Context: an optimization exercise on an open-source flow, tuned for small area and a short achievable clock period. The choices shown serve that exercise and are no tape-out recipe.
Function was checked by simulation only, so behaviour that the tests miss may differ from the original.
The clock port is modelled as an ideal driver; clocking choices that lean on that would not hold on a real chip.
Power and IR drop assume default switching activity.

==> design.v <==
module axi_stream_insert_header #(
    parameter DATA_WD = 128,
    parameter DATA_BYTE_WD = DATA_WD / 8
) (
    input clk,
    input rst_n,
    input valid_in,
    input [DATA_WD-1 : 0] data_in,
    input [DATA_BYTE_WD-1 : 0] keep_in,
    input last_in,
    output reg ready_in,
    output reg valid_out,
    output reg [DATA_WD-1 : 0] data_out,
    output reg [DATA_BYTE_WD-1 : 0] keep_out,
    output reg last_out,
    input ready_out,
    input valid_insert,
    input [DATA_WD-1 : 0] header_insert,
    input [DATA_BYTE_WD-1 : 0] keep_insert,
    output reg ready_insert
);
function integer clog2;
input integer n;
begin
    for (clog2 = 0; n > 0; clog2 = clog2 + 1)
        n = n >> 1;
end
endfunction
localparam BW = DATA_BYTE_WD;
localparam ZW = clog2(BW - 1);
function hz_ge;
    input [BW-1:0] keep;
    input integer k;
begin
    if (k <= 0)
        hz_ge = 1'b1;
    else if (k >= BW)
        hz_ge = 1'b0;
    else
        hz_ge = ~keep[BW-k];
end
endfunction
function [ZW-1:0] therm_zeros;
    input [BW-1:0] keep;
    integer i, m;
    reg acc;
begin
    for (i = 0; i < ZW; i = i + 1) begin
        acc = 1'b0;
        for (m = (1 << i); m < BW; m = m + (2 << i))
            acc = acc | (hz_ge(keep, m) & ~hz_ge(keep, m + (1 << i)));
        therm_zeros[i] = acc;
    end
end
endfunction
reg [DATA_WD-1:0] prev;         
reg [ZW-1:0] hz;                
reg pend;                       
reg rin;                        
wire start = ~rin & ~valid_out & ready_out & valid_insert & valid_in;
wire [2*DATA_WD-1:0] win0 = {prev, data_in};
wire [2*DATA_WD-1:0] win1 = hz[3] ? {win0[2*DATA_WD-1-64:0], 64'b0} : win0;
wire [2*DATA_WD-1:0] win2 = hz[2] ? {win1[2*DATA_WD-1-32:0], 32'b0} : win1;
wire [2*DATA_WD-1:0] win3 = hz[1] ? {win2[2*DATA_WD-1-16:0], 16'b0} : win2;
wire [2*DATA_WD-1:0] win4 = hz[0] ? {win3[2*DATA_WD-1-8:0], 8'b0} : win3;
wire [BW-1:0] kin = {1'b1, keep_in[BW-2:0]};
function fz_ge;
    input [BW-1:0] keep;
    input integer m;
begin
    if (m <= 0)
        fz_ge = 1'b1;
    else if (m >= BW)
        fz_ge = 1'b0;
    else
        fz_ge = ~keep[m-1];
end
endfunction
function [ZW-1:0] fz_of;
    input [BW-1:0] keep;
    integer i, m;
    reg acc;
begin
    for (i = 0; i < ZW; i = i + 1) begin
        acc = 1'b0;
        for (m = (1 << i); m < BW; m = m + (2 << i))
            acc = acc | (fz_ge(keep, m) & ~fz_ge(keep, m + (1 << i)));
        fz_of[i] = acc;
    end
end
endfunction
reg [ZW-1:0] fzd;               
wire [ZW-1:0] tz = hz + fzd;    
wire [2*BW-1:0] kw0 = {{BW{1'b1}}, kin};
wire [2*BW-1:0] kw1 = hz[3] ? {kw0[2*BW-1-8:0], 8'b0} : kw0;
wire [2*BW-1:0] kw2 = hz[2] ? {kw1[2*BW-1-4:0], 4'b0} : kw1;
wire [2*BW-1:0] kw3 = hz[1] ? {kw2[2*BW-1-2:0], 2'b0} : kw2;
wire [2*BW-1:0] kw4 = hz[0] ? {kw3[2*BW-1-1:0], 1'b0} : kw3;
wire [BW-1:0] keep_cur = kw4[2*BW-1:BW];
wire spill = kw4[BW-1];
always @(posedge clk or negedge rst_n) begin
    if (~rst_n) begin
        ready_in <= 1'b0;
        rin <= 1'b0;
        ready_insert <= 1'b0;
        valid_out <= 1'b0;
        pend <= 1'b0;
    end
    else begin
        ready_in <= start | (ready_in & ~last_in);
        rin <= start | (rin & ~last_in);
        ready_insert <= start;
        valid_out <= rin | pend;
        pend <= rin & last_in & spill;
    end
end
always @(posedge clk) begin
    if (~rin & ~valid_out)
        hz <= therm_zeros(keep_insert);
    prev <= rin ? data_in : header_insert;
    data_out <= win4[2*DATA_WD-1:DATA_WD];
    fzd <= fz_of(keep_in);
    keep_out <= pend ? ({BW{1'b1}} << tz) : keep_cur;
    last_out <= pend | (rin & last_in & ~spill);
end
endmodule
==> flow/run.sh <==
#!/bin/bash
# The standard ORFS layout (the standard.sh), with these changes made through
# ORFS's own hooks and variables:
#  - synthesis is the standard synthesis with an area-oriented ABC mapping
#    script and a smaller cell list for ABC (synth_abc.tcl, abc_map.script)
#  - the port buffers are buf_1 cells
#  - clock tree synthesis without dummy loads, from a clkbuf_16 root and clkbuf_8
#    cells in larger clusters
#  - repair_timing after CTS and after global routing aims at a setup slack of
#    FLOW_FLOW_MARGIN ns (margin.tcl)
set -euo pipefail
here=$(pwd)
export FLOW_STD_SYNTH="$here/synth_recipe.tcl"
export FLOW_ABC_SCRIPT="$here/flow/abc_map.script"
export FLOW_ABC_DONT_USE="sky130_fd_sc_hd__o22a_1 sky130_fd_sc_hd__o22a_2 sky130_fd_sc_hd__o22a_4 sky130_fd_sc_hd__a22o_1 sky130_fd_sc_hd__a22o_2 sky130_fd_sc_hd__a22o_4"
export FLOW_FLOW_MARGIN=10.1
export BUFFER_PORTS_ARGS="-buffer_cell sky130_fd_sc_hd__buf_1"
export CTS_ARGS="-sink_clustering_enable -repair_clock_nets -dont_use_dummy_load -buf_list sky130_fd_sc_hd__clkbuf_8 -root_buf sky130_fd_sc_hd__clkbuf_16 -sink_clustering_size 16 -sink_clustering_max_diameter 60"
export PRE_CTS_TCL="$here/flow/margin.tcl"
export PRE_GLOBAL_ROUTE_TCL="$here/flow/margin.tcl"
bash standard.sh SYNTH_SCRIPT="$here/flow/synth_abc.tcl" finish > standard_flow.log 2>&1
==> flow/abc_map.script <==
strash
dch
amap -Q 0.1
topo
==> flow/margin.tcl <==
# Have this step's repair_timing aim at a setup slack of FLOW_FLOW_MARGIN ns
# instead of the configured margin, so that the paths that set the achieved
# period get sized and buffered as critical paths.
set ::env(SETUP_SLACK_MARGIN) $::env(FLOW_FLOW_MARGIN)
==> flow/synth_abc.tcl <==
# The standard synthesis (synth_recipe.tcl, sourced below), with one change:
# ABC maps the logic with flow/abc_map.script (an area-oriented mapping: strash; dch;
# amap -Q 0.1) instead of ORFS's abc_speed.script, and without the cells listed in
# FLOW_ABC_DONT_USE (o22a and a22o, so that the byte-shift muxes map to o22ai).
# Flip-flops are mapped before ABC runs, so the registers, their names and cell
# types are those of the standard synthesis.
proc abc {args} {
  set i [lsearch -exact $args -script]
  if {$i >= 0} {
    lset args [expr {$i + 1}] $::env(FLOW_ABC_SCRIPT)
  }
  foreach cell $::env(FLOW_ABC_DONT_USE) {
    lappend args -dont_use $cell
  }
  yosys abc {*}$args
}
source $::env(FLOW_STD_SYNTH)
==> standard.sh <==
#!/bin/bash
# synth_recipe.tcl (not shown) runs the flow's synth.tcl, then flattens the netlist and writes it again
# the make line also repeats each setting of config.mk as NAME=value (left out here)
make -C /OpenROAD-flow-scripts/flow DESIGN_CONFIG=/design/flow/config.mk WORK_HOME=/design/flow/orfs CLKGATE_MAP_FILE= SYNTH_SCRIPT=/design/flow/synth_recipe.tcl "${@:-finish}"
==> config.mk <==
export PLATFORM = sky130hd
export DESIGN_NAME = axi_stream_insert_header
export DESIGN_NICKNAME = axi_stream_insert_header
export VERILOG_FILES = /design/flow/design.v
export SDC_FILE = /design/flow/constraint.sdc
export NUM_CORES = 4
export LEC_CHECK = 0
export CAP_MARGIN = 20
export CORE_MARGIN = 2
export CORE_UTILIZATION = 55
export SETUP_SLACK_MARGIN = 1.0
export SLEW_MARGIN = 20
==> constraint.sdc <==
create_clock -name core_clock -period 14.0 [get_ports {clk}]
set_input_delay 2.8000 -clock core_clock [delete_from_list [all_inputs] [get_ports {clk}]]
set_output_delay 2.8000 -clock core_clock [all_outputs]
set_load 0.01 [all_outputs]
==> results of run 1 <==
==> power by group <==
group / internal, mW / switching (mW) / leakage [nW]
registers: 0.966 / 0.0619 / 2.43
clock network: 0.168 / 0.257 / 0.181
logic: 0.280 / 0.474 / 2.22
total: 1.41 / 0.793 / 4.83
==> logic make-up after synthesis <==
family,after synthesis
simple gates,55
flops,285
buf+inv,165
compound gates,799
other cells,1
fa+ha+maj,4
==> flip-flops by register name, indices dropped and copies added (netlist names) <==
register and flops:
data_out 128, fzd 4, hz 4, keep_out 15, last_out 1, pend 1, prev 128, ready_in 1
ready_insert 1, rin 1, valid_out 1
==> path summary, 6_finish.rpt <==
check | startpoint | end | slack [ns] | depth (start not counted)
min reg2reg | ready_in | ready_in | 0.52 | 2
min | ready_in | ready_in | 0.52 | 2
max in group asynchronous | rst_n | rin | 11.62 | 1
max | data_out[37] | data_out[37] | 10.13 | 1
max reg2reg | hz[3] | keep_out[4] | 10.78 | 7
min in group asynchronous | rst_n | ready_in | 2.14 | 1
==> synth_stat cells (all sizes together), types with 2 or more instances <==
cell type and n:
a32o 7, o221ai 13, a32oi 2, o2bb2ai 19
a22oi 16, nor2 38, o21ai 17, nor3 2
a221oi 11, o22ai 608, o32ai 15, o221a 2
edfxtp 4, a2bb2oi 55, a21oi 26, dfxtp 276
ha 3, nand3 3, clkinv 164, dfrtp 5
nand2 9, o21bai 2
==> area by class of cell <==
type	instances	share of cell area, %
Sequential cell	285	39.9
Multi-Input combinational cell	859	38.6
Timing Repair Buffer	453	12.3
Inverter	164	4.35
Clock buffer	23	2.42
Tap cell	275	2.38
Antenna cell	2	0.0346
==> metrics by stage <==
| stage | utilization, % | power [mW] | cell area (um2) |
|---|---|---|---|
| 3_3_place_gp | 66.4 | 1.77 | 14100 |
| 4_1_cts | 68.0 | 2.20 | 14400 |
| 2_1_floorplan | - | 1.54 | 12000 |
| 5_1_grt | 68.2 | 2.33 | 14500 |
| 3_5_place_dp | 66.4 | 1.78 | 14100 |
| 6_report | 68.2 | 2.21 | 14500 |
==> per-layer routing <==
metal  up-vias  routed length (um)
li1       6421                   -
met1      6153               16700
met2       637               18900
met3       111                4030
met4         2                2000
met5         -                  18
==> flow_summary_export.csv, run 1 <==
group,metric,value,unit
run_status,status,"timing/DRC/antenna clean",
timing,tightest_slew,1.12,ns
timing,min_period,3.87,ns
clock_network,cts_setup_buffers,0,
timing,fmax,259,MHz
placement,gp_congestion,0.895,
synthesis,syn-num-nets,1607,
layout,drive_above_1_share,2.91,%
critical_path,path_max_fanout,1,
clock_network,clkSinkCount,285,
layout,n_fill_cell,1883,
floorplan,die_w,152,um
route,first_iter_violations,834,
route,routed_wl,41700,um
route,avgViaCountPerCell,6.46,
floorplan,coreArea,21200,um2
timing,slew_headroom,25.4,%
floorplan,rows,53,
clock_network,insertion_delay,0.51,ns
timing,fin_setup_tns,0,ns
layout,multi_input_area,5580,um2
clock_network,hold_buffers,0,
critical_path,worstPathArrival,1.07,ns
critical_path,critPathBufInv,1,
synthesis,yosys_warnings,1,
hold_path,min_path_type,"register to register",
global_routing,busiest_layer,"met2",
critical_path,worstSetupStartpointType,"register",
synthesis,yosys-top-cells-area,"dfxtp_1 46%, o22ai_1 32%, clkinv_1 5.1%",
route,wl_per_cell,20.2,um
route,ant_nets,0,
timing,setup_ws,10.13,ns
critical_path,end_kind,"output port",
synthesis,synth_edf_count,4,
clock_network,cts_tree,"built",
synthesis,async_reset_ff_share,1.75,%
route,vias,13324,
critical_path,crit_path_max_incr_delay,0.39,ns
placement,place_ws,9.86,ns
synthesis,synth_top_cell_by_area,"dfxtp_1",
synthesis,synth_fa_ha_area_share,0.481,%
synthesis,ys.flop_type,"dfxtp_1",
critical_path,critPathSlowestCell,"dfxtp_1",
layout,final-seq-area,5780,um2
floorplan,ios,442,
synthesis,synth_xor_area_share,0,%
power,power.density,153,nW/um2
layout,nets,2084,
synthesis,synth.distinct_cells,34,
global_routing,use_met3,8.02,%
synthesis,synth_compound_area_share,44.3,%
global_routing,antenna_found_initial,2,
timing,period_share,27.6,%
synthesis,ys_ff_latch,285,
clock_network,path_clk_slew,0.10,ns
route,firstDrtPassIters,5,
synthesis,synth.yosys.seq_area_share,48.2,%
route,drc_errors,0,
timing,finalClockSkew,0.0300,ns
global_routing,grt_max_degree,121,
synthesis,postSynthCellCount,1309,
global_routing,use_met2,55.6,%
timing,maxSlewViolCount,0,
layout,most-common-layout-cells,"608 x o22ai_1, 431 x buf_1, 275 x dfxtp_1",
critical_path,cp_data_required_time,11.20,ns
floorplan,die_y,152,um
global_routing,grt_usage,34.4,%
placement,placedCellCount,2035,
critical_path,critPathKind,"register to output port",
timing,finalHoldViolations,0,
synthesis,avgSynthCellArea,9.15,um2
synthesis,synth_area,12000,um2
synthesis,muxShareOfSynthArea,0,%
layout,final_common_cell,"o22ai_1",
global_routing,grt_pass1_vias,12184,
floorplan,die-area,23000,um2
global_routing,grt_pass1_wl,63000,um
global_routing,overflow,0,
layout,stdcell_count,2061,
layout,syn_to_final_growth,20.8,%
timing,setup_viol,0,
placement,portBuffers,438,
synthesis,synth_top_family_by_area,"compound AO/OA/AOI/OAI gates",
synthesis,synthSimpleGateAreaFrac,1.85,%
critical_path,crit_family,"flip-flops",
placement,dpl.hpwl,28700,um
timing,whs,0.519,ns
power,power_leakage,4.83,nW
power,ir_worst_vdd,0.101,mV
clock_network,cts_resized,0,
run,cap_violations,0,
synthesis,synth.top_cell.area_share,46.1,%
timing,rsz0062_at_grt,"true",
critical_path,path_cells,"buf_1",
clock_network,cts_buffers,23,
floorplan,start_util,56.4,%
global_routing,met1_usage,44.0,%
==> inputs of run 2 (changes only) <==
--- a/config.mk
+++ b/config.mk
@@ -8,5 +8,6 @@
 export CAP_MARGIN = 20
 export CORE_MARGIN = 2
-export CORE_UTILIZATION = 55
+export CORE_UTILIZATION = 50
+export PLACE_DENSITY = 0.75
 export SETUP_SLACK_MARGIN = 1.0
 export SLEW_MARGIN = 20
==> flow_summary_export.csv, run 2 <==
group,metric,value,unit
critical_path,critPathSlowestCell,"dfxtp_1",
global_routing,grt_pass1_wl,63400,um
clock_network,path_clk_slew,0.10,ns
timing,setup_ws,10.13,ns
clock_network,cts_buffers,25,
layout,most-common-layout-cells,"608 x o22ai_1, 433 x buf_1, 276 x dfxtp_1",
floorplan,coreArea,23500,um2
timing,rsz0062_at_grt,"false",
global_routing,grt_max_degree,201,
critical_path,path_max_fanout,1,
synthesis,avgSynthCellArea,9.15,um2
layout,stdcell_count,2103,
floorplan,die-area,25200,um2
timing,fmax,258,MHz
critical_path,end_kind,"output port",
critical_path,critPathBufInv,1,
critical_path,worstPathArrival,1.07,ns
critical_path,path_depth,1,
timing,min_period,3.87,ns
placement,portBuffers,438,
run_status,status,"timing/DRC/antenna clean",
critical_path,crit_start,"data_out[45]",
global_routing,grt_usage,30.6,%
timing,fin_setup_tns,0,ns
synthesis,ys_ff_latch,285,
synthesis,synth_common_cells,"608 x o22ai_1, 276 x dfxtp_1, 164 x clkinv_1",
critical_path,crit_path_max_incr_delay,0.33,ns
power,power.density,153,nW/um2
critical_path,cp_data_required_time,11.20,ns
power,ir_worst_vdd,0.0954,mV
layout,final_common_cell,"o22ai_1",
layout,reg.largest.list,"data_out (128), prev (128), keep_out (15)",
synthesis,yosys-top-cells-area,"dfxtp_1 46%, o22ai_1 32%, clkinv_1 5.1%",
synthesis,synth_edf_count,4,
synthesis,synth.top_cell.area_share,46.1,%
hold_path,holdPathStages,2,
clock_network,hold_buffers,0,
route,vias,13396,
layout,syn_to_final_growth,21.3,%
layout,antennaDiodeCount,0,
critical_path,crit_family,"flip-flops",
hold_path,min_path_type,"register to register",
floorplan,die_w,159,um
route,firstDrtPassIters,7,
clock_network,cts_tree,"built",
timing,slew_headroom,24.3,%
placement,place_ws,9.86,ns
clock_network,insertion_delay,0.51,ns
critical_path,r2r_start,"hz[3]",
route,wl_per_cell,19.7,um
route,avgViaCountPerCell,6.37,
global_routing,grt_pass1_vias,12051,
placement,dpl.hpwl,28600,um
power,power_leakage,4.83,nW
timing,finalHoldViolations,0,
synthesis,synth.distinct_cells,34,
route,ant_nets,0,
synthesis,synth_top_cell_by_area,"dfxtp_1",
floorplan,ios,442,
hold_path,worstHoldStart,"ready_in",
synthesis,postSynthCellCount,1309,
critical_path,critPathKind,"register to output port",
synthesis,yosys_warnings,1,
clock_network,clkSinkCount,285,
synthesis,synth.most_common_cell,"o22ai_1",
timing,period_share,27.7,%
placement,gp_congestion,0.903,
placement,placedCellCount,2078,
global_routing,overflow,0,
synthesis,ys.flop_type,"dfxtp_1",
timing,setup_viol,0,
critical_path,path_cells,"buf_1",
global_routing,antenna_found_initial,0,
run,cap_violations,0,
layout,drive_above_1_share,2.75,%
synthesis,synth_area,12000,um2
critical_path,reg2reg_slack,10.43,ns
synthesis,synth.yosys.seq_area_share,48.2,%
route,first_iter_violations,1135,
timing,whs,0.512,ns
floorplan,die_y,159,um
route,routed_wl,41500,um
layout,nets,2084,
timing,finalClockSkew,0.0452,ns
floorplan,start_util,51.0,%
synthesis,async_reset_ff_share,1.75,%
critical_path,ff2ff_path_depth,7,
timing,maxSlewViolCount,0,
critical_path,worstSetupStartpointType,"register",
floorplan,rows,56,
timing,tightest_slew,1.14,ns
route,drc_errors,0,
synthesis,syn-num-nets,1607,
layout,n_fill_cell,2177,
==> run 2: cell counts after synthesis <==
No cell type changed its count.
==> run 2: cell families after synthesis <==
kind of cell	Yosys count	share of synthesized area (%)
flip-flops	285	48.2
adder cells (fa/ha/maj)	4	0.481
other	1	0.0313
AO/OA/AOI/OAI	799	44.3
AND/OR/NAND/NOR	55	1.85
buffers and inverters	165	5.20
==> run 2: final timing paths <==
check                                     to
worst max-delay path            data_out[45]
worst min-delay path                ready_in
worst max register to register  data_out[59]
worst min register to register      ready_in
max in group asynchronous                rin
min in group asynchronous                rin
==> run 2: cell type report <==
| cell class | instances | area (um2) | area share, % |
|---|---|---|---|
| flip-flops and latches | 285 | 5770 | 39.7 |
| inverters | 164 | 629 | 4.33 |
| clock buffers | 25 | 378 | 2.60 |
| repair buffers | 451 | 1760 | 12.1 |
| well taps | 319 | 399 | 2.75 |
| multi-input cells | 859 | 5580 | 38.4 |
==> run 2: power by group <==
| part | switching [mW] | internal [mW] | leakage (nW) | total [mW] |
|---|---|---|---|---|
| registers | 0.0643 | 0.966 | 2.43 | 1.03 |
| logic | 0.472 | 0.279 | 2.21 | 0.751 |
| clock network | 0.258 | 0.180 | 0.195 | 0.438 |
| total | 0.794 | 1.42 | 4.83 | 2.22 |
==> run 2: timing repair <==
action,in CTS,in global routing
resized for setup,1,4
gates cloned,0,0
setup buffers,0,0
endpoints found under the setup margin,1,4
==> run 2: stage by stage <==
step / cell area, um2 / util, % / total power, mW
3_3_place_gp: 14100 / 60.2 / 1.77
2_1_floorplan: 12000 / - / 1.54
6_report: 14500 / 61.9 / 2.22
4_1_cts: 14500 / 61.9 / 2.22
3_5_place_dp: 14100 / 60.2 / 1.78
5_1_grt: 14500 / 61.9 / 2.33
==> run 2: layer usage <==
layer  share of wire [%]  GRT usage [%]  wire length (um)
met4                 4.7           13.1              1950
met2                  46           50.2             19000
met5                   0              0                 0
met1                  41           39.8             16900
met3                 8.9           5.51              3680
==> inputs of run 3 (changes only) <==
--- a/config.mk
+++ b/config.mk
@@ -9,5 +9,4 @@
 export CORE_MARGIN = 2
 export CORE_UTILIZATION = 50
-export PLACE_DENSITY = 0.75
 export SETUP_SLACK_MARGIN = 1.0
 export SLEW_MARGIN = 20
==> flow_summary_export.csv, run 3 <==
group,metric,value,unit
route,drc_errors,0,
synthesis,yosys-top-cells-area,"dfxtp_1 46%, o22ai_1 32%, clkinv_1 5.1%",
critical_path,end_kind,"output port",
hold_path,min_path_type,"register to register",
critical_path,path_cells,"buf_1",
clock_network,clkSinkCount,285,
timing,rsz0062_at_grt,"false",
clock_network,hold_buffers,0,
critical_path,r2r_start,"hz[3]",
timing,slew_headroom,26.6,%
placement,placedCellCount,2078,
critical_path,timing.rr.end,"keep_out[3]",
clock_network,insertion_delay,0.52,ns
route,vias,13192,
layout,finalInstanceArea,14500,um2
synthesis,syn-num-nets,1607,
layout,utilization,62.0,%
power,power_leakage,4.82,nW
clock_network,cts_setup_buffers,0,
clock_network,cts_resized,0,
clock_network,cts_buffers,25,
placement,place_ws,9.87,ns
layout,most-common-layout-cells,"608 x o22ai_1, 435 x buf_1, 276 x dfxtp_1",
synthesis,async_reset_ff_share,1.75,%
placement,dpl.hpwl,28500,um
power,ir_worst_vdd,0.0963,mV
timing,maxSlewViolCount,0,
clock_network,cts_tree,"built",
global_routing,grt_pass1_wl,63800,um
placement,portBuffers,438,
synthesis,synth_area,12000,um2
timing,fmax,258,MHz
global_routing,grt_usage,30.8,%
placement,gp_congestion,0.893,
synthesis,synth.top_cell.area_share,46.1,%
timing,tightest_slew,1.10,ns
critical_path,crit_family,"flip-flops",
layout,multi_input_area,5580,um2
route,first_iter_violations,946,
timing,setup_ws,10.13,ns
layout,final_common_cell,"o22ai_1",
timing,finalClockSkew,0.0474,ns
critical_path,crit_path_max_incr_delay,0.32,ns
layout,drive_above_1_share,2.63,%
floorplan,die_w,159,um
floorplan,coreArea,23500,um2
floorplan,die-area,25200,um2
route,routed_wl,41000,um
synthesis,synth_common_cells,"608 x o22ai_1, 276 x dfxtp_1, 164 x clkinv_1",
timing,period_share,27.7,%
run_status,status,"timing/DRC/antenna clean",
global_routing,grt_pass1_vias,12198,
layout,stdcell_count,2110,
hold_path,hold_end,"ready_in",
floorplan,die_y,159,um
timing,min_period,3.87,ns
critical_path,critPathKind,"register to output port",
synthesis,yosys_warnings,1,
layout,reg.largest.list,"data_out (128), prev (128), keep_out (15)",
synthesis,ys_ff_latch,285,
critical_path,worstSetupStartpointType,"register",
placement,place_area,14100,um2
critical_path,ff2ff_path_depth,8,
synthesis,synth.most_common_cell,"o22ai_1",
global_routing,antenna_found_initial,8,
synthesis,ys.flop_type,"dfxtp_1",
timing,setup_viol,0,
synthesis,postSynthCellCount,1309,
clock_network,path_clk_slew,0.10,ns
timing,finalHoldViolations,0,
hold_path,worstHoldStart,"ready_in",
synthesis,synth.distinct_cells,34,
critical_path,critPathSlowestCell,"dfxtp_1",
route,avgViaCountPerCell,6.25,
critical_path,path_max_fanout,1,
layout,syn_to_final_growth,21.4,%
layout,n_fill_cell,2214,
power,power.density,153,nW/um2
synthesis,avgSynthCellArea,9.15,um2
global_routing,overflow,0,
global_routing,grt_max_degree,201,
layout,final-seq-area,5770,um2
floorplan,start_util,51.0,%
floorplan,ios,442,
floorplan,rows,56,
route,wl_per_cell,19.4,um
critical_path,critPathBufInv,1,
run,cap_violations,0,
synthesis,synth_top_cell_by_area,"dfxtp_1",
synthesis,synth_edf_count,4,
hold_path,holdPathStages,2,
layout,nets,2084,
route,ant_nets,0,
timing,fin_setup_tns,0,ns
critical_path,cp_data_required_time,11.20,ns
critical_path,reg2reg_slack,10.44,ns
critical_path,worstPathArrival,1.07,ns
synthesis,synth.yosys.seq_area_share,48.2,%
route,firstDrtPassIters,5,
run 3: layout make-up:
| cell class | instances | area share (%) |
|---|---|---|
| Antenna cell | 7 | 0.120 |
| Clock buffer | 25 | 2.60 |
| Inverter | 164 | 4.34 |
| Multi-Input combinational cell | 859 | 38.4 |
| Sequential cell | 285 | 39.7 |
| Tap cell | 319 | 2.74 |
| Timing Repair Buffer | 451 | 12.1 |
run 3: worst max path at each step:
| stage | startpoint | to | slack (ns) | cells past startpoint |
|---|---|---|---|---|
| 6_report | data_out[117] | data_out[117] | 10.13 | 1 |
| 5_1_grt | data_out[117] | data_out[117] | 10.10 | 1 |
| 4_1_cts | data_out[13] | data_out[13] | 10.11 | 1 |
| 3_5_place_dp | keep_in[10] | last_out | 9.87 | 6 |
| 3_3_place_gp | keep_in[10] | last_out | 9.91 | 6 |
| 2_1_floorplan | hz[3] | data_out[102] | 4.58 | 5 |
run 3: stage by stage:
step,power (mW),hold slack (ns)
detailed placement,1.78,0.461
floorplan,1.54,0.508
CTS,2.22,0.486
global placement,1.78,0.459
finish,2.22,0.482
global route,2.34,0.523
run 3: logic make-up after synthesis:
group	synth area share, %
AO/OA/AOI/OAI	44.3
adder cells (fa/ha/maj)	0.481
buffers and inverters	5.20
flip-flops	48.2
other	0.0313
AND/OR/NAND/NOR	1.85
run 3: per-layer routing:
layer  track usage, %  part of all wire (%)  vias up
met5                0                 0.027        -
met4             12.3                   3.9        2
met3             6.43                   8.1      102
met2             50.5                    47      626
met1             39.6                    41     6028
li1                 -                     -     6434
run 3: power by group:
group | internal [mW] | total, mW | switching, mW
registers | 0.966 | 1.03 | 0.0607
logic | 0.279 | 0.751 | 0.472
clock network | 0.180 | 0.440 | 0.260
==> inputs of run 4 (changes only) <==
--- a/config.mk
+++ b/config.mk
@@ -9,4 +9,5 @@
 export CORE_MARGIN = 2
 export CORE_UTILIZATION = 50
+export GPL_ROUTABILITY_DRIVEN = 0
 export SETUP_SLACK_MARGIN = 1.0
 export SLEW_MARGIN = 20
==> flow_summary_export.csv, run 4 <==
group,metric,value,unit
critical_path,worstPathArrival,1.07,ns
global_routing,grt_pass1_wl,63800,um
layout,nets,2084,
placement,place_area,14100,um2
critical_path,crit_path_max_incr_delay,0.32,ns
critical_path,critPathBufInv,1,
global_routing,grt_max_degree,201,
synthesis,synth.distinct_cells,34,
clock_network,hold_buffers,0,
hold_path,holdPathStages,2,
synthesis,synth.yosys.seq_area_share,48.2,%
hold_path,min_path_type,"register to register",
run_status,status,"timing/DRC/antenna clean",
critical_path,cp_data_required_time,11.20,ns
run,cap_violations,0,
critical_path,ff2ff_path_depth,8,
critical_path,worstSetupStartpointType,"register",
timing,maxSlewViolCount,0,
placement,dpl.hpwl,28500,um
synthesis,ys_ff_latch,285,
placement,portBuffers,438,
layout,syn_to_final_growth,21.4,%
synthesis,async_reset_ff_share,1.75,%
layout,final_common_cell,"o22ai_1",
floorplan,rows,56,
power,sw_frac_of_total,35.8,%
global_routing,grt_pass1_vias,12198,
power,power_switching,0.794,mW
power,clkPwrFrac,19.8,%
power,power_leakage,4.82,nW
route,wl_per_cell,19.4,um
clock_network,cts_buffers,25,
timing,fin_setup_tns,0,ns
timing,period_share,27.7,%
layout,reg.largest.list,"data_out (128), prev (128), keep_out (15)",
synthesis,synth_top_cell_by_area,"dfxtp_1",
power,power.density,153,nW/um2
power,finalPower,2.22,mW
timing,setup_viol,0,
timing,rsz0062_at_grt,"false",
clock_network,insertion_delay,0.52,ns
clock_network,cts_tree,"built",
synthesis,ys.flop_type,"dfxtp_1",
synthesis,synth_common_cells,"608 x o22ai_1, 276 x dfxtp_1, 164 x clkinv_1",
critical_path,critPathKind,"register to output port",
clock_network,cts_setup_buffers,0,
synthesis,postSynthCellCount,1309,
route,wl_met1,16900,um
synthesis,synth.most_common_cell,"o22ai_1",
layout,n_fill_cell,2214,
clock_network,path_clk_slew,0.10,ns
floorplan,start_util,51.0,%
global_routing,overflow,0,
floorplan,die-area,25200,um2
timing,finalHoldViolations,0,
critical_path,path_max_fanout,1,
route,routed_wl,41000,um
floorplan,die_y,159,um
synthesis,synth_area,12000,um2
layout,drive_above_1_share,2.63,%
route,top_layer,"met5",
route,ant_nets,0,
synthesis,yosys_warnings,1,
floorplan,coreArea,23500,um2
floorplan,ios,442,
power,seqPwrFrac,46.3,%
route,vias,13192,
route,firstDrtPassIters,5,
timing,tightest_slew,1.10,ns
critical_path,critPathSlowestCell,"dfxtp_1",
layout,most-common-layout-cells,"608 x o22ai_1, 435 x buf_1, 276 x dfxtp_1",
critical_path,crit_family,"flip-flops",
route,first_iter_violations,946,
synthesis,avgSynthCellArea,9.15,um2
global_routing,grt_usage,30.8,%
route,dr_wl_met3,3330,um
clock_network,clkSinkCount,285,
synthesis,syn-num-nets,1607,
critical_path,path_cells,"buf_1",
route,drc_errors,0,
power,power.share.combinational,33.9,%
layout,finalInstanceArea,14500,um2
timing,min_period,3.87,ns
critical_path,end_kind,"output port",
synthesis,yosys-top-cells-area,"dfxtp_1 46%, o22ai_1 32%, clkinv_1 5.1%",
timing,slew_headroom,26.6,%
synthesis,synth_edf_count,4,
route,avgViaCountPerCell,6.25,
timing,finalClockSkew,0.0474,ns
route,met2_length,19100,um
floorplan,die_w,159,um
power,internal-power,1.42,mW
timing,fmax,258,MHz
critical_path,path_depth,1,
global_routing,antenna_found_initial,8,
synthesis,synth.top_cell.area_share,46.1,%
power,ir_worst_vdd,0.0963,mV
## run 4: kinds of logic (layout without fill, tap and decap cells)
| logic type | count (synthesis) | in the layout | synth area share, % |
|---|---|---|---|
| buffers and inverters | 165 | 640 | 5.20 |
| AND/OR/NAND/NOR | 55 | 55 | 1.85 |
| flip-flops | 285 | 285 | 48.2 |
| other | 1 | 8 | 0.0313 |
| AO/OA/AOI/OAI | 799 | 799 | 44.3 |
| adder cells (fa/ha/maj) | 4 | 4 | 0.481 |
## run 4: final timing paths
path,startpoint,end,slack (ns)
max,data_out[117],data_out[117],10.13
min,ready_in,ready_in,0.48
max reg2reg,hz[3],keep_out[3],10.44
min reg2reg,ready_in,ready_in,0.48
max in group asynchronous,rst_n,rin,11.60
min in group asynchronous,rst_n,ready_insert,2.14
## run 4: tightest hold or removal path, stage by stage (launching register included)
cell and delay (ns):
dfrtp_1 0.35, nand2_1 0.05, nand2_1 0.05
## run 4: power by group through the flow
stage / combinational [mW] / sequential, mW / clock (mW)
final: 0.751 / 1.03 / 0.440
after global routing: 0.820 / 1.04 / 0.479
after CTS: 0.743 / 1.03 / 0.451
after detailed placement: 0.739 / 1.04 / 0
after global placement: 0.735 / 1.04 / 0
after floorplan: 0.412 / 1.12 / 0
## run 4: layer usage
layer	vias to the layer above	global-route usage [%]
met2	626	50.5
met4	2	12.3
li1	6434	-
met3	102	6.43
met1	6028	39.6
met5	-	0
## run 4: stage by stage
step	hold slack [ns]	instances	setup WS (ns)	utilization [%]
after floorplan	0.508	1309	4.58	-
after global placement	0.459	2078	9.91	60.3
after detailed placement	0.461	2078	9.87	60.3
after CTS	0.486	2103	10.11	61.9
after global routing	0.523	2109	10.10	62.0
final	0.482	2110	10.13	62.0
## run 4: what timing repair did
item                       4_1_cts  5_1_grt
resized for setup                0        3
hold endpoints to repair         0        0
setup endpoints to repair        0        3
## run 4: area by class of cell
class	count	area, um2	area share, %
clock buffer	25	378	2.60
inverter	164	632	4.34
antenna	7	17.5	0.120
timing repair buffer	451	1760	12.1
multi-input combinational	859	5580	38.4
tap	319	399	2.74
sequential	285	5770	39.7
==> inputs of run 5 (changes only) <==
--- a/design.v
+++ b/design.v
@@ -58,6 +58,7 @@
 reg pend;                       
 reg rin;                        
+reg first;                      
 wire start = ~rin & ~valid_out & ready_out & valid_insert & valid_in;
-wire [2*DATA_WD-1:0] win0 = {prev, data_in};
+wire [2*DATA_WD-1:0] win0 = {first ? header_insert : prev, data_in};
 wire [2*DATA_WD-1:0] win1 = hz[3] ? {win0[2*DATA_WD-1-64:0], 64'b0} : win0;
 wire [2*DATA_WD-1:0] win2 = hz[2] ? {win1[2*DATA_WD-1-32:0], 32'b0} : win1;
@@ -118,5 +119,6 @@
     if (~rin & ~valid_out)
         hz <= therm_zeros(keep_insert);
-    prev <= rin ? data_in : header_insert;
+    first <= start;
+    prev <= data_in;
     data_out <= win4[2*DATA_WD-1:DATA_WD];
     fzd <= fz_of(keep_in);
--- a/config.mk
+++ b/config.mk
@@ -9,5 +9,5 @@
 export CORE_MARGIN = 2
 export CORE_UTILIZATION = 50
-export GPL_ROUTABILITY_DRIVEN = 0
+export PLACE_DENSITY = 0.75
 export SETUP_SLACK_MARGIN = 1.0
 export SLEW_MARGIN = 20
==> flow_summary_export.csv, run 5 <==
group,metric,value,unit
synthesis,avgSynthCellArea,9.71,um2
synthesis,yosys-top-cells-area,"dfxtp_1 47%, o22ai_1 27%, o2bb2ai_1 7.4%",
layout,most-common-layout-cells,"519 x o22ai_1, 436 x buf_1, 276 x dfxtp_1",
critical_path,critPathSlowestCell,"dfxtp_1",
route,routed_wl,41100,um
placement,gp_congestion,0.900,
run_status,status,"timing/DRC/antenna clean",
timing,setup_ws,10.14,ns
timing,rsz0062_at_grt,"false",
layout,drive_above_1_share,2.78,%
route,first_iter_violations,887,
layout,nets,1992,
placement,place_ws,9.83,ns
synthesis,synth_area,11800,um2
critical_path,timing.rr.end,"data_out[121]",
timing,maxSlewViolCount,0,
clock_network,cts_tree,"built",
synthesis,ys_ff_latch,286,
global_routing,grt_pass1_wl,61200,um
clock_network,cts_resized,0,
critical_path,crit_path_max_incr_delay,0.40,ns
power,power.density,149,nW/um2
layout,final_common_cell,"o22ai_1",
clock_network,clkSinkCount,286,
floorplan,coreArea,23300,um2
floorplan,rows,56,
power,power_leakage,4.75,nW
synthesis,synth_common_cells,"519 x o22ai_1, 277 x dfxtp_1, 100 x o2bb2ai_1",
timing,finalHoldViolations,0,
synthesis,synth.top_cell.area_share,46.9,%
route,drc_errors,0,
critical_path,crit_start,"data_out[121]",
global_routing,overflow,0,
placement,portBuffers,438,
floorplan,die-area,24900,um2
run,cap_violations,0,
critical_path,path_depth,1,
global_routing,grt_pass1_vias,11477,
floorplan,die_y,158,um
synthesis,ys.flop_type,"dfxtp_1",
synthesis,postSynthCellCount,1216,
critical_path,path_cells,"buf_1",
synthesis,synth_top_cell_by_area,"dfxtp_1",
global_routing,antenna_found_initial,4,
synthesis,syn-num-nets,1514,
critical_path,reg2reg_slack,10.57,ns
critical_path,ff2ff_path_depth,7,
timing,min_period,3.86,ns
route,avgViaCountPerCell,6.40,
layout,reg.largest.list,"data_out (128), prev (128), keep_out (15)",
clock_network,hold_buffers,0,
timing,fin_setup_tns,0,ns
route,vias,12881,
critical_path,cp_data_required_time,11.20,ns
critical_path,worstPathArrival,1.06,ns
synthesis,synth.distinct_cells,34,
global_routing,grt_max_degree,127,
power,ir_worst_vdd,0.0925,mV
clock_network,path_clk_slew,0.09,ns
synthesis,synth_edf_count,4,
global_routing,grt_usage,30.7,%
route,wl_met1,16500,um
synthesis,async_reset_ff_share,1.75,%
critical_path,end_kind,"output port",
route,ant_nets,0,
critical_path,crit_family,"flip-flops",
critical_path,crit_path_end,"data_out[121]",
hold_path,min_path_type,"register to register",
critical_path,critPathBufInv,1,
route,dr_wl_met3,3580,um
floorplan,ios,442,
synthesis,synth.most_common_cell,"o22ai_1",
placement,dpl.hpwl,28500,um
clock_network,cts_setup_buffers,0,
synthesis,synth.yosys.seq_area_share,49.0,%
timing,tightest_slew,1.01,ns
floorplan,die_w,158,um
timing,slew_headroom,32.4,%
timing,setup_viol,0,
critical_path,worstSetupStartpointType,"register",
layout,syn_to_final_growth,21.6,%
clock_network,cts_buffers,25,
timing,finalClockSkew,0.0538,ns
floorplan,start_util,50.6,%
route,firstDrtPassIters,5,
critical_path,path_max_fanout,1,
route,top_layer,"met4",
clock_network,insertion_delay,0.51,ns
critical_path,r2r_start,"hz[3]",
timing,fmax,259,MHz
route,met2_length,19300,um
synthesis,yosys_warnings,1,
timing,period_share,27.6,%
critical_path,critPathKind,"register to output port",
route,wl_per_cell,20.4,um
==> run 5: cell types whose count changed in the layout (fill, tap and decap cells not counted), sizes merged, moves of 4 or more <==
cell and change:
a21oi -5, nor2 +4, diode -4, o21ai +9
o22ai -89, o2bb2ai +81, a22oi +7, nand2 +14
a221oi +9, a2bb2oi -25, clkinv -108, a21o +8
==> run 5: kinds of logic (layout without fill, tap and decap cells) <==
group | Yosys count | count (layout) | share of synthesized area, %
AOI/OAI and AO/OA | 796 | 796 | 46.2
DFF | 286 | 286 | 49.0
and+or+nand+nor | 71 | 71 | 2.35
buffers and inverters | 58 | 534 | 1.87
adders and majority gates | 4 | 4 | 0.487
other | 1 | 4 | 0.0317
==> run 5: how the worst min path moves through the flow <==
stage / cells past startpoint / slack, ns / startpoint / end
3_5_place_dp: 2 / 0.47 / ready_in / ready_in
2_1_floorplan: 1 / 0.50 / rin / last_out
6_report: 2 / 0.49 / ready_in / ready_in
4_1_cts: 2 / 0.50 / ready_in / ready_in
3_3_place_gp: 2 / 0.46 / ready_in / ready_in
5_1_grt: 2 / 0.54 / ready_in / ready_in
==> run 5: power breakdown <==
| group | total, mW | switching, mW | internal, mW |
|---|---|---|---|
| clock network | 0.440 | 0.261 | 0.180 |
| logic | 0.719 | 0.455 | 0.263 |
| registers | 0.983 | 0.0417 | 0.941 |
| total | 2.14 | 0.758 | 1.38 |
==> run 5: final cells by class <==
type                            instances  area [um2]
Fill cell                            2140        8960
Multi-Input combinational cell        872        5800
Sequential cell                       286        5790
Timing Repair Buffer                  452        1760
Tap cell                              319         399
Clock buffer                           25         378
Inverter                               57         231
Antenna cell                            3        7.51
==> run 5: per-stage QoR <==
| step | cell area, um2 | hold slack [ns] | utilization [%] | power (mW) | instances |
|---|---|---|---|---|---|
| global placement | 14000 | 0.460 | 59.9 | 1.70 | 1986 |
| global route | 14400 | 0.538 | 61.6 | 2.26 | 2014 |
| finish | 14400 | 0.494 | 61.6 | 2.14 | 2014 |
| floorplan | 11800 | 0.497 | - | 1.47 | 1216 |
| detailed placement | 14000 | 0.469 | 59.9 | 1.71 | 1986 |
| CTS | 14400 | 0.495 | 61.5 | 2.14 | 2011 |
==> run 5: layer usage <==
layer / up-vias / track usage [%]
li1: 6222 / -
met4: 0 / 11.9
met1: 5937 / 38.6
met3: 94 / 6.73
met5: - / 0
met2: 628 / 51.5
==> inputs of run 6 (changes only) <==
--- a/config.mk
+++ b/config.mk
@@ -9,5 +9,4 @@
 export CORE_MARGIN = 2
 export CORE_UTILIZATION = 50
-export PLACE_DENSITY = 0.75
 export SETUP_SLACK_MARGIN = 1.0
 export SLEW_MARGIN = 20
==> flow_summary_export.csv, run 6 <==
group,metric,value,unit
synthesis,yosys-top-cells-area,"dfxtp_1 47%, o22ai_1 27%, o2bb2ai_1 7.4%",
floorplan,start_util,50.6,%
critical_path,path_cells,"buf_2",
route,vias,12744,
route,drc_errors,0,
timing,fin_setup_tns,0,ns
critical_path,path_depth,1,
layout,syn_to_final_growth,21.8,%
clock_network,clkSinkCount,286,
critical_path,cp_data_required_time,11.20,ns
synthesis,ys.flop_type,"dfxtp_1",
layout,n_fill_cell,2264,
floorplan,coreArea,23300,um2
power,power.density,149,nW/um2
synthesis,synth_area,11800,um2
synthesis,ys_ff_latch,286,
clock_network,cts_buffers,24,
power,sw_frac_of_total,35.6,%
timing,finalClockSkew,0.0513,ns
floorplan,die_w,158,um
floorplan,ios,442,
critical_path,path_max_fanout,2,
global_routing,grt_pass1_vias,11551,
critical_path,worstPathArrival,1.06,ns
layout,most-common-layout-cells,"519 x o22ai_1, 433 x buf_1, 276 x dfxtp_1",
timing,min_period,3.86,ns
run_status,status,"timing/DRC/antenna clean",
layout,reg.largest.list,"data_out (128), prev (128), keep_out (15)",
synthesis,synth.distinct_cells,34,
critical_path,reg2reg_slack,10.99,ns
power,internal-power,1.38,mW
clock_network,cts_tree,"built",
synthesis,synth_top_cell_by_area,"dfxtp_1",
layout,final_common_cell,"o22ai_1",
layout,multi_input_area,5800,um2
floorplan,rows,56,
route,wl_per_cell,20.6,um
timing,finalHoldViolations,0,
power,power_switching,0.762,mW
critical_path,timing.rr.end,"keep_out[13]",
layout,nets,1992,
timing,period_share,27.6,%
route,routed_wl,41700,um
layout,final-seq-area,5790,um2
global_routing,grt_max_degree,166,
global_routing,grt_usage,31.2,%
critical_path,critPathKind,"register to output port",
clock_network,path_clk_slew,0.10,ns
synthesis,synth.yosys.seq_area_share,49.0,%
global_routing,overflow,0,
timing,rsz0062_at_grt,"false",
timing,slew_headroom,35.5,%
placement,portBuffers,438,
power,seqPwrFrac,45.9,%
synthesis,postSynthCellCount,1216,
synthesis,yosys_warnings,1,
route,avgViaCountPerCell,6.31,
clock_network,insertion_delay,0.52,ns
critical_path,crit_path_end,"ready_in",
global_routing,antenna_found_initial,4,
placement,dpl.hpwl,28500,um
timing,setup_viol,0,
route,ant_nets,0,
critical_path,r2r_start,"hz[3]",
synthesis,async_reset_ff_share,1.75,%
power,finalPower,2.14,mW
synthesis,synth_common_cells,"519 x o22ai_1, 277 x dfxtp_1, 100 x o2bb2ai_1",
synthesis,synth_edf_count,4,
placement,gp_congestion,0.893,
synthesis,avgSynthCellArea,9.71,um2
run,cap_violations,0,
clock_network,cts_resized,2,
power,clkPwrFrac,20.4,%
floorplan,die-area,24900,um2
critical_path,critPathSlowestCell,"dfrtp_1",
layout,drive_above_1_share,2.96,%
global_routing,grt_pass1_wl,62100,um
hold_path,min_path_type,"register to register",
critical_path,worstSetupStartpointType,"register",
power,ir_worst_vdd,0.133,mV
critical_path,critPathBufInv,1,
critical_path,crit_start,"ready_in",
clock_network,hold_buffers,0,
synthesis,syn-num-nets,1514,
critical_path,ff2ff_path_depth,8,
critical_path,crit_path_max_incr_delay,0.39,ns
timing,tightest_slew,0.968,ns
synthesis,synth.top_cell.area_share,46.9,%
timing,maxSlewViolCount,0,
clock_network,cts_setup_buffers,0,
power,power_leakage,4.76,nW
timing,fmax,259,MHz
route,first_iter_violations,849,
timing,whs,0.534,ns
critical_path,crit_family,"flip-flops",
floorplan,die_y,158,um
power,power.share.combinational,33.7,%
synthesis,synth.most_common_cell,"o22ai_1",
critical_path,end_kind,"output port",
route,firstDrtPassIters,5,
-- run 6: how the worst min path moves through the flow --
stage | start | end | slack (ns) | depth (start not counted)
CTS | ready_in | ready_in | 0.51 | 2
finish | ready_in | ready_in | 0.53 | 2
global placement | ready_in | ready_in | 0.47 | 2
global route | ready_in | ready_in | 0.54 | 2
floorplan | rin | last_out | 0.50 | 1
detailed placement | ready_in | ready_in | 0.49 | 2
-- run 6: kinds of logic (layout without fill, tap and decap cells) --
logic type / count (synthesis) / count (layout) / synth area share (%)
other cells: 1 / 9 / 0.0317
compound gates: 796 / 796 / 46.2
buf+inv: 58 / 534 / 1.87
flops: 286 / 286 / 49.0
fa+ha+maj: 4 / 4 / 0.487
simple gates: 71 / 71 / 2.35
-- run 6: worst reg2reg max path: cells and delay by family, from the launching register on --
family	cells	cell delay (ns)
DFF	1	0.46
and+or+nand+nor	2	0.19
AOI/OAI and AO/OA	3	0.92
buffers and inverters	3	1.31
-- run 6: layer usage --
metal  track usage [%]  routed length, um  up-vias
met5                 0                  0        -
met4              11.3               1240        0
met3              7.36               3500       67
met2              50.7              19300      487
met1              40.5              17600     5952
li1                  -                  -     6238
-- run 6: per-stage QoR --
step                area (um2)  util (%)  worst slack [ns]  cells
global route             14400      61.6             10.10   2015
floorplan                11800         -              4.96   1216
finish                   14400      61.6             10.14   2019
detailed placement       14000      59.9              9.80   1987
CTS                      14300      61.5             10.13   2011
global placement         14000      59.9              9.83   1987
-- run 6: power groups by stage --
stage | combinational [mW] | sequential (mW) | clock, mW
floorplan | 0.393 | 1.08 | 0
global placement | 0.705 | 0.999 | 0
detailed placement | 0.708 | 1.00 | 0
CTS | 0.712 | 0.982 | 0.444
global route | 0.791 | 0.993 | 0.472
finish | 0.722 | 0.983 | 0.437
-- run 6: layout make-up --
cell class / count / area share, %
Tap cell: 319 / 2.78
Inverter: 57 / 1.63
Clock buffer: 24 / 2.53
Sequential cell: 286 / 40.3
Timing Repair Buffer: 453 / 12.3
Multi-Input combinational cell: 872 / 40.3
Antenna cell: 8 / 0.139
==> inputs of run 7 (changes only) <==
--- a/design.v
+++ b/design.v
@@ -58,7 +58,6 @@
 reg pend;                       
 reg rin;                        
-reg first;                      
 wire start = ~rin & ~valid_out & ready_out & valid_insert & valid_in;
-wire [2*DATA_WD-1:0] win0 = {first ? header_insert : prev, data_in};
+wire [2*DATA_WD-1:0] win0 = {prev, data_in};
 wire [2*DATA_WD-1:0] win1 = hz[3] ? {win0[2*DATA_WD-1-64:0], 64'b0} : win0;
 wire [2*DATA_WD-1:0] win2 = hz[2] ? {win1[2*DATA_WD-1-32:0], 32'b0} : win1;
@@ -119,6 +118,5 @@
     if (~rin & ~valid_out)
         hz <= therm_zeros(keep_insert);
-    first <= start;
-    prev <= data_in;
+    prev <= rin ? data_in : header_insert;
     data_out <= win4[2*DATA_WD-1:DATA_WD];
     fzd <= fz_of(keep_in);
--- a/flow/run.sh
+++ b/flow/run.sh
@@ -13,5 +13,5 @@
 export FLOW_STD_SYNTH="$here/synth_recipe.tcl"
 export FLOW_ABC_SCRIPT="$here/flow/abc_map.script"
-export FLOW_ABC_DONT_USE="sky130_fd_sc_hd__o22a_1 sky130_fd_sc_hd__o22a_2 sky130_fd_sc_hd__o22a_4 sky130_fd_sc_hd__a22o_1 sky130_fd_sc_hd__a22o_2 sky130_fd_sc_hd__a22o_4"
+export FLOW_ABC_DONT_USE="sky130_fd_sc_hd__o22a_1 sky130_fd_sc_hd__o22a_2 sky130_fd_sc_hd__o22a_4 sky130_fd_sc_hd__a22o_1 sky130_fd_sc_hd__a22o_2 sky130_fd_sc_hd__a22o_4 sky130_fd_sc_hd__o2bb2ai_1 sky130_fd_sc_hd__o2bb2ai_2 sky130_fd_sc_hd__o2bb2ai_4 sky130_fd_sc_hd__a2bb2oi_1 sky130_fd_sc_hd__a2bb2oi_2 sky130_fd_sc_hd__a2bb2oi_4"
 export FLOW_FLOW_MARGIN=10.1
 export BUFFER_PORTS_ARGS="-buffer_cell sky130_fd_sc_hd__buf_1"
==> flow_summary_export.csv, run 7 <==
group,metric,value,unit
run_status,status,"timing/DRC/antenna clean",
power,power.share.combinational,33.8,%
power,ir_worst_vdd,0.0731,mV
timing,finalHoldViolations,0,
power,power_switching,0.802,mW
route,dr_wl_met3,3540,um
critical_path,critPathKind,"register to output port",
critical_path,crit_path_max_incr_delay,0.32,ns
timing,fin_setup_tns,0,ns
power,seqPwrFrac,46.2,%
critical_path,crit_family,"flip-flops",
global_routing,grt_pass1_wl,62500,um
clock_network,path_clk_slew,0.10,ns
synthesis,syn-num-nets,1674,
route,drc_errors,0,
global_routing,grt_max_degree,112,
layout,nets,2153,
critical_path,worstSetupStartpointType,"register",
synthesis,yosys_warnings,1,
route,avgViaCountPerCell,6.19,
timing,slew_headroom,26.8,%
synthesis,ys_ff_latch,285,
floorplan,die-area,25200,um2
route,wl_per_cell,19.2,um
route,firstDrtPassIters,5,
route,ant_nets,0,
layout,drive_above_1_share,2.86,%
hold_path,min_path_type,"register to register",
timing,setup_viol,0,
timing,fmax,258,MHz
timing,tightest_slew,1.10,ns
route,wl_met1,17900,um
floorplan,start_util,50.9,%
route,first_iter_violations,1066,
hold_path,worstHoldStart,"ready_in",
global_routing,grt_pass1_vias,11820,
synthesis,async_reset_ff_share,1.75,%
synthesis,synth.top_cell.area_share,46.2,%
synthesis,synth_area,12000,um2
placement,dpl.hpwl,28500,um
critical_path,worstPathArrival,1.08,ns
synthesis,synth.most_common_cell,"o22ai_1",
timing,min_period,3.88,ns
critical_path,end_kind,"output port",
clock_network,hold_buffers,0,
layout,final_common_cell,"o22ai_1",
route,met2_length,19100,um
floorplan,ios,442,
critical_path,path_max_fanout,1,
layout,reg.largest.list,"data_out (128), prev (128), keep_out (15)",
clock_network,cts_tree,"built",
critical_path,cp_data_required_time,11.20,ns
critical_path,crit_start,"data_out[52]",
layout,finalInstanceArea,14500,um2
placement,gp_congestion,0.877,
global_routing,antenna_found_initial,5,
critical_path,critPathSlowestCell,"dfxtp_1",
power,sw_frac_of_total,36.1,%
timing,rsz0062_at_grt,"false",
clock_network,cts_buffers,25,
clock_network,clkSinkCount,285,
floorplan,rows,56,
power,power_leakage,4.90,nW
synthesis,synth_edf_count,4,
floorplan,coreArea,23500,um2
power,internal-power,1.42,mW
global_routing,overflow,0,
timing,finalClockSkew,0.0572,ns
timing,maxSlewViolCount,0,
synthesis,postSynthCellCount,1376,
critical_path,r2r_start,"hz[3]",
synthesis,avgSynthCellArea,8.69,um2
floorplan,die_w,159,um
global_routing,grt_usage,31.1,%
placement,place_area,14100,um2
route,routed_wl,41900,um
synthesis,synth_top_cell_by_area,"dfxtp_1",
route,top_layer,"met5",
run,cap_violations,0,
synthesis,ys.flop_type,"dfxtp_1",
critical_path,critPathBufInv,1,
timing,period_share,27.7,%
synthesis,synth.yosys.seq_area_share,48.3,%
synthesis,synth.distinct_cells,33,
layout,most-common-layout-cells,"613 x o22ai_1, 432 x buf_1, 275 x dfxtp_1",
critical_path,path_cells,"buf_1",
synthesis,synth_common_cells,"613 x o22ai_1, 276 x dfxtp_1, 159 x clkinv_1",
floorplan,die_y,159,um
synthesis,yosys-top-cells-area,"dfxtp_1 46%, o22ai_1 32%, clkinv_1 5.0%",
clock_network,insertion_delay,0.52,ns
power,clkPwrFrac,20.0,%
layout,syn_to_final_growth,21.5,%
route,vias,13475,
power,power.density,153,nW/um2
placement,portBuffers,438,
## run 7: changes by cell type in the layout (fill, tap and decap cells not counted), moves of 3 or more
cell,previous run,this run
o2bb2ai_1,100,0
clkbuf_2,3,6
nor2_1,42,73
a2bb2oi_1,30,0
a221oi_1,20,15
o22ai_1,519,613
a21o_1,8,0
xor2_1,0,3
nand2_1,23,42
o21ai_0,26,52
clkinv_1,52,154
a21oi_1,21,67
o221ai_1,12,6
a22oi_1,23,16
## run 7: final timing paths
path                           endpoint  cells past startpoint  slack, ns
max                        data_out[52]                      1      10.12
min                            ready_in                      2       0.52
max reg2reg                 keep_out[3]                      8      10.62
min reg2reg                    ready_in                      2       0.52
max in group asynchronous  ready_insert                      1      11.57
min in group asynchronous           rin                      1       2.12
## run 7: cell type report
cell class	count	area [um2]
clock buffers	25	378
fillers	2260	8950
multi-input cells	931	5580
diodes	6	15.0
flip-flops and latches	285	5780
repair buffers	453	1760
inverters	159	612
well taps	319	399
## run 7: metal layers
layer / vias up / global-route usage, %
li1: 6546 / -
met1: 6191 / 42.2
met2: 659 / 49.6
met3: 77 / 6.23
met4: 2 / 10.7
met5: - / 0
## run 7: timing repair
action,in CTS,in global routing
pin swaps,0,0
gates resized for setup,1,6
buffers inserted,0,0
setup endpoints to repair,1,6
## run 7: power groups by stage
stage                     Combinational [mW]  Clock (mW)  Sequential (mW)
after floorplan                        0.407           0             1.12
after global placement                 0.729           0             1.04
after detailed placement               0.734           0             1.04
after CTS                              0.739       0.452             1.02
after global routing                   0.826       0.480             1.04
final                                  0.750       0.443             1.03
## run 7: kinds of logic (layout without fill, tap and decap cells)
logic type | after synthesis | count (layout) | synth area share, %
buffers and inverters | 160 | 637 | 5.05
XOR/XNOR | 3 | 3 | 0.220
AND/OR/NAND/NOR | 122 | 122 | 3.97
other | 1 | 7 | 0.0314
flip-flops | 285 | 285 | 48.3
adder cells (fa/ha/maj) | 4 | 4 | 0.481
AO/OA/AOI/OAI | 801 | 801 | 42.0
## run 7: per-stage QoR
stage	util [%]	setup slack, ns	instances	power, mW	hold slack [ns]
floorplan	-	4.50	1376	1.53	0.508
global placement	60.2	9.90	2147	1.77	0.464
detailed placement	60.2	9.90	2147	1.78	0.472
CTS	61.8	10.11	2172	2.21	0.496
global route	61.9	10.10	2176	2.34	0.535
finish	61.9	10.12	2178	2.22	0.521
==> inputs of run 8 (changes only) <==
--- a/flow/run.sh
+++ b/flow/run.sh
@@ -13,7 +13,8 @@
 export FLOW_STD_SYNTH="$here/synth_recipe.tcl"
 export FLOW_ABC_SCRIPT="$here/flow/abc_map.script"
-export FLOW_ABC_DONT_USE="sky130_fd_sc_hd__o22a_1 sky130_fd_sc_hd__o22a_2 sky130_fd_sc_hd__o22a_4 sky130_fd_sc_hd__a22o_1 sky130_fd_sc_hd__a22o_2 sky130_fd_sc_hd__a22o_4 sky130_fd_sc_hd__o2bb2ai_1 sky130_fd_sc_hd__o2bb2ai_2 sky130_fd_sc_hd__o2bb2ai_4 sky130_fd_sc_hd__a2bb2oi_1 sky130_fd_sc_hd__a2bb2oi_2 sky130_fd_sc_hd__a2bb2oi_4"
+export FLOW_ABC_DONT_USE="sky130_fd_sc_hd__o22a_1 sky130_fd_sc_hd__o22a_2 sky130_fd_sc_hd__o22a_4 sky130_fd_sc_hd__a22o_1 sky130_fd_sc_hd__a22o_2 sky130_fd_sc_hd__a22o_4"
 export FLOW_FLOW_MARGIN=10.1
 export BUFFER_PORTS_ARGS="-buffer_cell sky130_fd_sc_hd__buf_1"
+export POST_GLOBAL_PLACE_TCL="$here/flow/post_gp.tcl"
 export CTS_ARGS="-sink_clustering_enable -repair_clock_nets -dont_use_dummy_load -buf_list sky130_fd_sc_hd__clkbuf_8 -root_buf sky130_fd_sc_hd__clkbuf_16 -sink_clustering_size 16 -sink_clustering_max_diameter 60"
 export PRE_CTS_TCL="$here/flow/margin.tcl"
==> flow/post_gp.tcl (new file) <==
# Give the output ports a stronger buffer than the buf_1 that buffer_ports inserted.
set out_buf sky130_fd_sc_hd__buf_2
set n 0
foreach bterm [[ord::get_db_block] getBTerms] {
  if {[$bterm getIoType] != "OUTPUT"} { continue }
  set net [$bterm getNet]
  if {$net == "NULL"} { continue }
  foreach iterm [$net getITerms] {
    if {![$iterm isOutputSignal]} { continue }
    set inst [$iterm getInst]
    if {[[$inst getMaster] getName] == "sky130_fd_sc_hd__buf_1"} {
      replace_cell [get_cells [$inst getName]] [get_lib_cells $out_buf]
      incr n
    }
  }
}
puts "post_gp.tcl: $n output buffers now $out_buf"
==> flow_summary_export.csv, run 8 <==
group,metric,value,unit
run_status,status,"timing/DRC/antenna clean",
layout,final_common_cell,"o22ai_1",
power,ir_worst_vdd,0.0885,mV
timing,rsz0062_at_grt,"false",
synthesis,synth.top_cell.area_share,46.1,%
timing,setup_viol,0,
hold_path,hold_end,"ready_in",
hold_path,worstHoldStart,"ready_in",
critical_path,path_cells,"buf_2",
critical_path,crit_path_max_incr_delay,0.39,ns
power,power.share.combinational,34.9,%
layout,most-common-layout-cells,"608 x o22ai_1, 291 x buf_1, 276 x dfxtp_1",
clock_network,clkSinkCount,285,
synthesis,ys_ff_latch,285,
clock_network,cts_setup_buffers,0,
route,first_iter_violations,889,
synthesis,synth_common_cells,"608 x o22ai_1, 276 x dfxtp_1, 164 x clkinv_1",
global_routing,antenna_found_initial,7,
critical_path,ff2ff_path_depth,8,
synthesis,synth.yosys.seq_area_share,48.2,%
floorplan,start_util,51.0,%
floorplan,ios,442,
critical_path,path_max_fanout,1,
layout,syn_to_final_growth,22.8,%
route,avgViaCountPerCell,6.24,
critical_path,end_kind,"output port",
route,vias,13155,
global_routing,grt_pass1_vias,12131,
layout,reg.largest.list,"data_out (128), prev (128), keep_out (15)",
route,ant_nets,0,
timing,finalHoldViolations,0,
synthesis,async_reset_ff_share,1.75,%
route,routed_wl,41300,um
power,seqPwrFrac,45.8,%
timing,maxSlewViolCount,0,
route,wl_met1,17100,um
synthesis,synth.most_common_cell,"o22ai_1",
floorplan,rows,56,
route,firstDrtPassIters,5,
global_routing,grt_pass1_wl,64300,um
layout,n_fill_cell,2193,
layout,utilization,62.7,%
synthesis,synth_area,12000,um2
synthesis,synth_top_cell_by_area,"dfxtp_1",
global_routing,grt_max_degree,201,
critical_path,worstSetupStartpointType,"register",
layout,stdcell_count,2109,
layout,drive_above_1_share,10.7,%
power,clkPwrFrac,19.3,%
power,power_switching,0.789,mW
floorplan,die_y,159,um
route,wl_per_cell,19.6,um
placement,placedCellCount,2078,
floorplan,die-area,25200,um2
critical_path,critPathKind,"register to output port",
route,dr_wl_met3,3510,um
placement,portBuffers,438,
synthesis,postSynthCellCount,1309,
timing,period_share,27.5,%
critical_path,crit_family,"flip-flops",
clock_network,path_clk_slew,0.10,ns
run,cap_violations,0,
clock_network,cts_resized,0,
timing,finalClockSkew,0.0351,ns
critical_path,critPathBufInv,1,
floorplan,coreArea,23500,um2
clock_network,cts_buffers,24,
synthesis,synth.distinct_cells,34,
critical_path,worstPathArrival,1.05,ns
critical_path,r2r_start,"hz[3]",
power,internal-power,1.45,mW
critical_path,cp_data_required_time,11.20,ns
floorplan,die_w,159,um
timing,min_period,3.85,ns
synthesis,syn-num-nets,1607,
critical_path,critPathSlowestCell,"dfxtp_1",
placement,dpl.hpwl,28600,um
clock_network,insertion_delay,0.50,ns
power,power.density,152,nW/um2
timing,fmax,260,MHz
synthesis,yosys_warnings,1,
timing,slew_headroom,26.9,%
clock_network,cts_tree,"built",
power,power_leakage,5.21,nW
synthesis,synth_edf_count,4,
clock_network,hold_buffers,0,
route,top_layer,"met5",
global_routing,grt_usage,31.0,%
hold_path,min_path_type,"register to register",
layout,nets,2083,
synthesis,yosys-top-cells-area,"dfxtp_1 46%, o22ai_1 32%, clkinv_1 5.1%",
route,met2_length,19300,um
synthesis,ys.flop_type,"dfxtp_1",
timing,whs,0.478,ns
timing,fin_setup_tns,0,ns
hold_path,holdPathStages,2,
critical_path,timing.rr.end,"keep_out[3]",
synthesis,avgSynthCellArea,9.15,um2
timing,tightest_slew,1.10,ns
critical_path,reg2reg_slack,10.53,ns
power,sw_frac_of_total,35.3,%
route,drc_errors,0,
global_routing,overflow,0,
==> run 8: cell types whose count changed in the layout (fill, tap and decap cells not counted), sizes merged, moves of 19 or more <==
cell     delta
nor2       -35
a2bb2oi    +55
o2bb2ai    +19
a21oi      -41
nand2      -33
o21ai      -35
==> run 8: cell families (layout without fill, tap and decap cells) <==
kind of cell	count (synthesis)	count (layout)	synth area share, %
fa+ha+maj	4	4	0.481
flops	285	285	48.2
simple gates	55	55	1.85
buf+inv	165	639	5.20
compound gates	799	799	44.3
other cells	1	8	0.0313
==> run 8: cell type report <==
cell class,instances,area (um2),share of cell area [%]
clock buffers,24,364,2.47
inverters,164,632,4.29
repair buffers,451,1940,13.2
well taps,319,399,2.71
flip-flops and latches,285,5770,39.2
multi-input cells,859,5580,38.0
diodes,7,17.5,0.119
==> run 8: routing by layer <==
metal	up-vias	global-route usage [%]
li1	6442	-
met1	5997	40.4
met2	639	51.7
met3	75	5.80
met4	2	10.6
met5	-	0
==> run 8: power groups by stage <==
| stage | combinational (mW) | clock (mW) | sequential (mW) |
|---|---|---|---|
| after global routing | 0.847 | 0.474 | 1.04 |
| after floorplan | 0.412 | 0 | 1.12 |
| after detailed placement | 0.768 | 0 | 1.04 |
| final | 0.779 | 0.432 | 1.02 |
| after global placement | 0.735 | 0 | 1.04 |
| after CTS | 0.771 | 0.442 | 1.02 |
==> run 8: worst max path at each step <==
| stage | start | endpoint | depth (start not counted) | slack [ns] |
|---|---|---|---|---|
| detailed placement | keep_in[9] | last_out | 6 | 9.92 |
| CTS | data_out[76] | data_out[76] | 1 | 10.13 |
| floorplan | hz[3] | data_out[102] | 5 | 4.58 |
| finish | data_out[108] | data_out[108] | 1 | 10.15 |
| global route | data_out[76] | data_out[76] | 1 | 10.13 |
| global placement | keep_in[10] | last_out | 6 | 9.91 |
==> run 8: per-stage QoR <==
stage          total power [mW]  setup WS (ns)  instance area, um2
6_report                   2.24          10.15               14700
5_1_grt                    2.36          10.13               14700
4_1_cts                    2.24          10.13               14700
3_5_place_dp               1.81           9.92               14300
3_3_place_gp               1.78           9.91               14100
2_1_floorplan              1.54           4.58               12000

==> static timing again, ports no longer ideal <==
How much do the figures lean on ideal ports? The routed layouts below were timed once more, with nothing changed but the port constraints.
Step 1 assumes that a clkbuf_16 drives the clock port and a buf_2 every other input.
Step 2 adds t to the input delays and takes it off the output delays; t is the mean of the earliest and latest rising clock arrival at the registers after step 1. Input paths then give back, and output paths get back, about the clock's delay inside the block.
Three values: ideal ports, drivers, drivers and shift; two values: the first two.
| run | shift t [ns] | setup slack, ns | worst setup path at the end | cell pins on the clock port's net |
|---|---|---|---|---|
| run 1 | 0.538 | 10.133 / 10.083 / 9.809 | input to register | 1 |
| run 2 | 0.538 | 10.128 / 10.081 / 9.810 | input to register | 1 |
| run 3 | 0.537 | 10.128 / 10.081 / 9.861 | input to register | 1 |
| run 4 | 0.537 | 10.128 / 10.081 / 9.861 | input to register | 1 |
| run 5 | 0.530 | 10.136 / 10.088 / 9.848 | input to register | 1 |
| run 6 | 0.542 | 10.137 / 10.085 / 9.761 | input to register | 1 |
| run 7 | 0.542 | 10.123 / 10.075 / 9.850 | input to register | 1 |
| run 8 | 0.532 | 10.152 / 10.103 / 9.906 | input to register | 1 |
After both steps every run listed still meets setup and hold. For run 6, which loses most, drivers alone change the setup slack by -0.052 ns; drivers and shift together by -0.376 ns.
